This is an optimization exercise on Yosys and OpenROAD, whose aim is small area, a short achievable clock period and few clock cycles per item, not a production implementation.
RTL that was checked went through simulation tests only; none was proved equivalent to the original.
Power figures rest on the tool's default switching activity, not on a simulated workload.

==> inputs of run F <==
// gemm_array
module gemm_array
#(
  parameter C_DATA_WIDTH = 32,
  parameter C_DIM = 4,
  parameter C_NUM_PE = 4,
  parameter C_RAM_IN_DELAY = 1,
  parameter C_RAM_OUT_DELAY = 1,
  parameter C_MAC_DELAY = 1,
  parameter C_RAM_STYLE = 1
)
(
  input                       clock,
  input                       i_reset,
  input [C_DATA_WIDTH-1: 0]   Ain_data,
  input [C_DATA_WIDTH-1: 0]   Bin_data,
  input                       Ain_valid,
  input                       Bin_valid,
  output [C_DATA_WIDTH-1: 0]  Aout_data,
  output [C_DATA_WIDTH-1: 0]  Bout_data,
  output                      Aout_valid,
  output                      Bout_valid,
  input                       i_rd_output,
  output                      o_rd_output
);
clock: 8.5 ns
lec_check: 0
cap_margin: 20
core_margin: 2
core_utilization: 45
setup_slack_margin: 5
slew_margin: 20
run.sh (not shown) runs the stock make flow with config.mk's settings and CLKGATE_MAP_FILE= SYNTH_SCRIPT=/design/flow/synth_recipe.tcl, a recipe that flattens the netlist after the stock synthesis.
==> run R: changes against run F <==
==> flow/flow/run.sh (new file) <==
#!/bin/bash
set -euo pipefail
bash standard.sh SETUP_SLACK_MARGIN=5.6 finish > make_standard.log 2>&1
==> flow/standard.sh (new file) <==
#!/bin/bash
# synth_recipe.tcl (not shown) runs the flow's synth.tcl, then flattens the netlist and writes it again
# the make line also repeats each setting of config.mk as NAME=value (left out here)
make -C /OpenROAD-flow-scripts/flow DESIGN_CONFIG=/design/flow/config.mk WORK_HOME=/design/flow/orfs CLKGATE_MAP_FILE= SYNTH_SCRIPT=/design/flow/synth_recipe.tcl "${@:-finish}"
SETUP_SLACK_MARGIN = default   (was 5)
removed: flow/run.sh
==> flow_metrics.tcl <==
set metrics [dict create \
    p_clk_uw 6750 \
    n_all_buffers 543 \
    finalWorstSetupSlack_ps 4782 \
    grt_util_met1_pct 42.81 \
    status "finished clean" \
]
(the above is from run R)
==> flow_metrics.tcl <==
set metrics [dict create \
    finalWorstSetupSlack_ps 4820 \
    layout.area.seq_um2 26770 \
    p_clk_uw 6870 \
    n_all_buffers 316 \
    status "finished clean" \
    grt_util_met1_pct 41.00 \
]
(the above is from run F)
Testbench counts of run F, summed over its fixed seeds: cycles 8,960, matrices 256.
Testbench counts of run R, summed over its fixed seeds: cycles 8,960, matrices 256.


==> run Z: inputs <==
Another version of the RTL of gemm_array (not shown whole).
Settings: LEC_CHECK=0, CAP_MARGIN=20, CORE_MARGIN=2, CORE_UTILIZATION=40, CTS_CLUSTER_DIAMETER=60, CTS_CLUSTER_SIZE=30, SETUP_SLACK_MARGIN=5, SLEW_MARGIN=20; clock period 8.5 ns.
Stock flow here: none of the scripts above is used.
==> inputs of run H, as changes to run Z <==
==> flow/flow/run.sh (new file) <==
#!/bin/bash
set -euo pipefail
bash standard.sh SETUP_SLACK_MARGIN=5.6 finish > make_standard.log 2>&1
==> flow/standard.sh (new file) <==
#!/bin/bash
# synth_recipe.tcl (not shown) runs the flow's synth.tcl, then flattens the netlist and writes it again
# the make line also repeats each setting of config.mk as NAME=value (left out here)
make -C /OpenROAD-flow-scripts/flow DESIGN_CONFIG=/design/flow/config.mk WORK_HOME=/design/flow/orfs CLKGATE_MAP_FILE= SYNTH_SCRIPT=/design/flow/synth_recipe.tcl "${@:-finish}"
Settings changed: SETUP_SLACK_MARGIN 5 to not set.
removed: flow/run.sh
==> results.txt <==
In run H the maximum frequency is larger than in run Z, by about 8%.
Cell count: run H is higher than run Z (about 2.4%).
In run H the critical path depth is lower than in run Z, by 1.
In clock power, run H and run Z hardly differ.
Between run H and run Z, the lower sequential share of layout area is in run H (gap 2.9 points).
==> figures <==
                                                                                             run H                    run Z
Outcome                                                                    complete, no violations  complete, no violations
Clock latency (worst-skew pair)                                                            0.85 ns                  0.83 ns
DR WL/cell                                                                                 33.2 um                  30.4 um
Initial antenna violation count                                                                 26                       12
DRT iter0 DRCs                                                                               10300                     9519
Number of clock buffers in the layout                                                          130                      120
Master of the slowest instance on the critical path                                       a221oi_2                  dfxtp_1
Worst-case hold path end point                                                    col[3].mac.kx[1]         col[1].mac.kx[2]
DRT met1 WL                                                                              125000 um                116000 um
Portion of the clock cycle consumed by the worst path in the final layout                    38.8%                    41.8%
Launch point of the worst hold path                                              col[3].mac.cut[1]        col[1].mac.cut[2]
Reg2reg path depth                                                                               7                        8
Testbench counts of run Z, summed over its fixed seeds: cycles 8,960, matrices 256.
Testbench counts of run H, summed over its fixed seeds: cycles 8,960, matrices 256.


==> 02-07: inputs <==
gemm_array, a different RTL version from the one above (not shown whole).
export LEC_CHECK = 0
export ABC_CLOCK_PERIOD_IN_PS = 2000
export CAP_MARGIN = 20
export CORE_MARGIN = 2
export CORE_UTILIZATION = 45
export SLEW_MARGIN = 20
create_clock -name core_clock -period 8.5 [get_ports {clock}]
standard.sh (not shown) runs the stock make flow with config.mk's settings and CLKGATE_MAP_FILE= SYNTH_SCRIPT=/design/flow/synth_recipe.tcl, a recipe that flattens the netlist after the stock synthesis.
==> flow/flow/run.sh <==
#!/bin/bash
set -euo pipefail
bash standard.sh SETUP_SLACK_MARGIN=6 finish > make_standard.log 2>&1
==> 03-08 (differences from 02-07) <==
==> flow/run.sh (new file) <==
#!/bin/bash
# synth_recipe.tcl (not shown) runs the flow's synth.tcl, then flattens the netlist and writes it again
# the make line also repeats each setting of config.mk as NAME=value (left out here)
make -C /OpenROAD-flow-scripts/flow DESIGN_CONFIG=/design/flow/config.mk WORK_HOME=/design/flow/orfs CLKGATE_MAP_FILE= SYNTH_SCRIPT=/design/flow/synth_recipe.tcl finish
Settings changed: CORE_UTILIZATION 45 to 50, SETUP_SLACK_MARGIN from default to 5.
removed: flow/flow/run.sh
removed: flow/standard.sh
==> results.txt <==
Clkbuf count: 02-07 259; 03-08 251
Total of fill cells in the finished design: 02-07 16,680; 03-08 15,481
Reg-to-Reg Start: 02-07 col[1].mac.sb[0]; 03-08 a_m1[5]
Start point of the worst min-delay path: 02-07 col[0].mac.r2[9]; 03-08 col[0].mac.r2[2]
Vias after detailed routing: 02-07 72,426; 03-08 69,232
Tot Pwr: 02-07 37.17 mW; 03-08 33.76 mW
Number of ordinary and repair buffers in the finished layout: 02-07 626; 03-08 271
Hold_ws: 02-07 320.8 ps; 03-08 321.7 ps
Clock-cell share: 02-07 5.846%; 03-08 6.491%
Final period util: 02-07 39.31%; 03-08 41.98%
Total power density per cell area: 02-07 349.4 mW/mm^2; 03-08 345.4 mW/mm^2
Share of the final layout cell area in sequential cells: 02-07 31.46%; 03-08 33.92%
Number of global-route vias before repair: 02-07 70,687; 03-08 67,985
Source of the critical timing path: 02-07 col[1].mac.sb[0]; 03-08 a_m1[5]
Filler-free cell count of the finished design: 02-07 11,566; 03-08 10,925
Height of the die: 02-07 447.4 um; 03-08 424.6 um
Average wire per cell in the routed design: 02-07 29.98 um; 03-08 28.36 um
Result of the run: 02-07 finished clean; 03-08 finished clean
Data-path buffer share of cell area in the final layout: 02-07 6.768%; 03-08 2.475%
Setup slack of the most critical reg-to-reg path: 02-07 5160 ps; 03-08 4930 ps
VDD IR-drop max: 02-07 217.4 uV; 03-08 239.4 uV
Cell with the largest stage delay on the worst path: 02-07 sky130_fd_sc_hd__mux4_2; 03-08 sky130_fd_sc_hd__dfxtp_2
Proportion of layout cells with a drive suffix above 1: 02-07 18.18%; 03-08 7.748%
Function was not checked in any run of this note: the RTL went through the layout flow alone.


==> inputs of run a <==
Another version of the RTL of gemm_array (not shown whole).
export LEC_CHECK = 0
export ABC_AREA = 1
export CAP_MARGIN = 20
export CORE_MARGIN = 2
export CORE_UTILIZATION = 40
export CTS_CLUSTER_DIAMETER = 60
export CTS_CLUSTER_SIZE = 30
export SLEW_MARGIN = 20
create_clock -name core_clock -period 8.5 [get_ports {clock}]
==> flow/flow/run.sh <==
#!/bin/bash
set -euo pipefail
bash standard.sh SETUP_SLACK_MARGIN=5.45 finish > make_standard.log 2>&1
==> run b: changes against run a <==
- CORE_UTILIZATION: 40 -> 50
==> summary of the runs <==
- Of run a and run b, run b has the higher worst hold slack (gap 8.2 ps).
- Via count: run b is lower than run a (about 1.7%).
- Against run a, the clock power of run b is smaller by about 9%.
- Synthesized area is the same in run a and run b.
- Of run a and run b, run a has the higher power (gap 2.0%, measured against run b).
- Of run a and run b, run a has the higher setup slack (gap 55 ps).
- Of run a and run b, run a has the higher non-clock buffer count (gap 22).
- In run a the global-route usage is lower than in run b, by 5.8 points.
==> figures <==
Status: run b finished clean; run a finished clean
Maximum fanout encountered on the critical timing path: run b 11; run a 28
Leakage dissipation: run b 39.5 nW; run a 40.0 nW
Clk network pwr share: run b 0.190; run a 0.204
Core Rows: run b 151; run a 169
DRT met1 WL: run b 148,000 um; run a 154,000 um
Final area over synthesized area: run b 1.095x; run a 1.117x
Final RePlAce weighted congestion: run b 1.01; run a 1.04
Vertical die dimension: run b 418 um; run a 467 um
Hold Path Origin: run b col[3].mac.cut[4]$_DFF_P_; run a col[3].mac.cut[0]$_DFF_P_
Delay of the slowest cell on the worst path: run b 1160 ps; run a 600 ps
Worst setup path end: run b col[3].mac.cut[21]$_DFF_P_; run a col[3].mac.cut[55]$_DFF_P_
Instance area after placement: run b 0.0879 mm2; run a 0.0886 mm2
Cell type of the slowest stage on the worst timing path: run b dfxtp_1; run a fa_1
Achievable frequency: run b 0.312 GHz; run a 0.317 GHz
Clock tree skew after final layout: run b 82.9 ps; run a 58.5 ps
Detailed Routing Iterations Pass 1: run b 17; run a 13
Initial core utilization: run b 0.504; run a 0.403
Testbench counts of run a, summed over its fixed seeds: cycles 8,960, matrices 256.
Testbench counts of run b, summed over its fixed seeds: cycles 8,960, matrices 256.


==> inputs of exp/willow <==
gemm_array again, from the RTL that the note above started with.
clock: 8.5 ns
lec_check: 0
abc_area: 1
cap_margin: 20
core_margin: 2
core_utilization: 40
cts_cluster_diameter: 60
cts_cluster_size: 30
slew_margin: 20
==> flow/flow/run.sh <==
#!/bin/bash
set -euo pipefail
bash standard.sh SETUP_SLACK_MARGIN=5.3 finish > make_standard.log 2>&1
==> exp/cedar: changes against exp/willow <==
==> flow/flow/run.sh (replaced) <==
#!/bin/bash
set -euo pipefail
bash standard.sh SETUP_SLACK_MARGIN=5.45 "BUFFER_PORTS_ARGS=-buffer_cell sky130_fd_sc_hd__buf_4" finish > make_standard.log 2>&1
==> summary of the runs <==
exp/cedar finished with timing, DRC and antenna clean. exp/willow passed the timing, design-rule and antenna checks. Against exp/cedar, the critical path depth of exp/willow is lower by 3. In sequential power, exp/willow and exp/cedar hardly differ. Of exp/cedar and exp/willow, exp/cedar has the higher maximum frequency (gap about 5%, measured against exp/willow). Register-to-register slack: exp/cedar is better than exp/willow (0.17 ns). Against exp/willow, the via count of exp/cedar is larger by about 1.4%.
Testbench counts of exp/willow, summed over its fixed seeds: cycles 8,960, matrices 256.
Testbench counts of exp/cedar, summed over its fixed seeds: cycles 8,960, matrices 256.

==> afterwards: timing with drivers on the ports <==
The flow's constraints put no driver on any port. The routed layouts listed below were extracted and timed again, unchanged, in two steps.
Step 1, drivers: a clkbuf_16 drives clock and a buf_2 each remaining input, both assumed.
Step 2 moves the port delays by t, midway between the first and last clock arrival at a register: inputs arrive t later, outputs are due t later. That takes back most of the time a late clock gives input paths.
Slacks: no drivers / after step 1 / after step 2; pairs: no drivers / after step 1.
run	t, ns	setup WS [ns]	hold slack, ns
run F	0.905	4.820 / 4.820 / 4.248	0.326 / 0.326 / 0.326
run R	0.911	4.782 / 4.782 / 4.471	0.327 / 0.327 / 0.327
run Z	0.901	4.950 / 4.942 / 4.847	0.335 / 0.335 / 0.335
run H	0.908	5.201 / 5.201 / 4.826	0.334 / 0.334 / 0.334
02-07	0.939	5.159 / 5.159 / 5.159	0.321 / 0.321 / 0.321
03-08	0.930	4.932 / 4.932 / 4.932	0.322 / 0.322 / 0.322
run a	0.928	5.350 / 5.303 / 4.812	0.324 / 0.324 / 0.324
run b	0.897	5.295 / 5.295 / 4.780	0.332 / 0.332 / 0.332
exp/willow	0.930	5.153 / 5.153 / 4.613	0.320 / 0.320 / 0.320
exp/cedar	0.935	5.318 / 5.299 / 5.133	0.331 / 0.331 / 0.331
After both steps every run listed still meets setup and hold. The setup slack of run F, which loses most, moves by 0.000 ns with the drivers and by -0.572 ns with both steps.
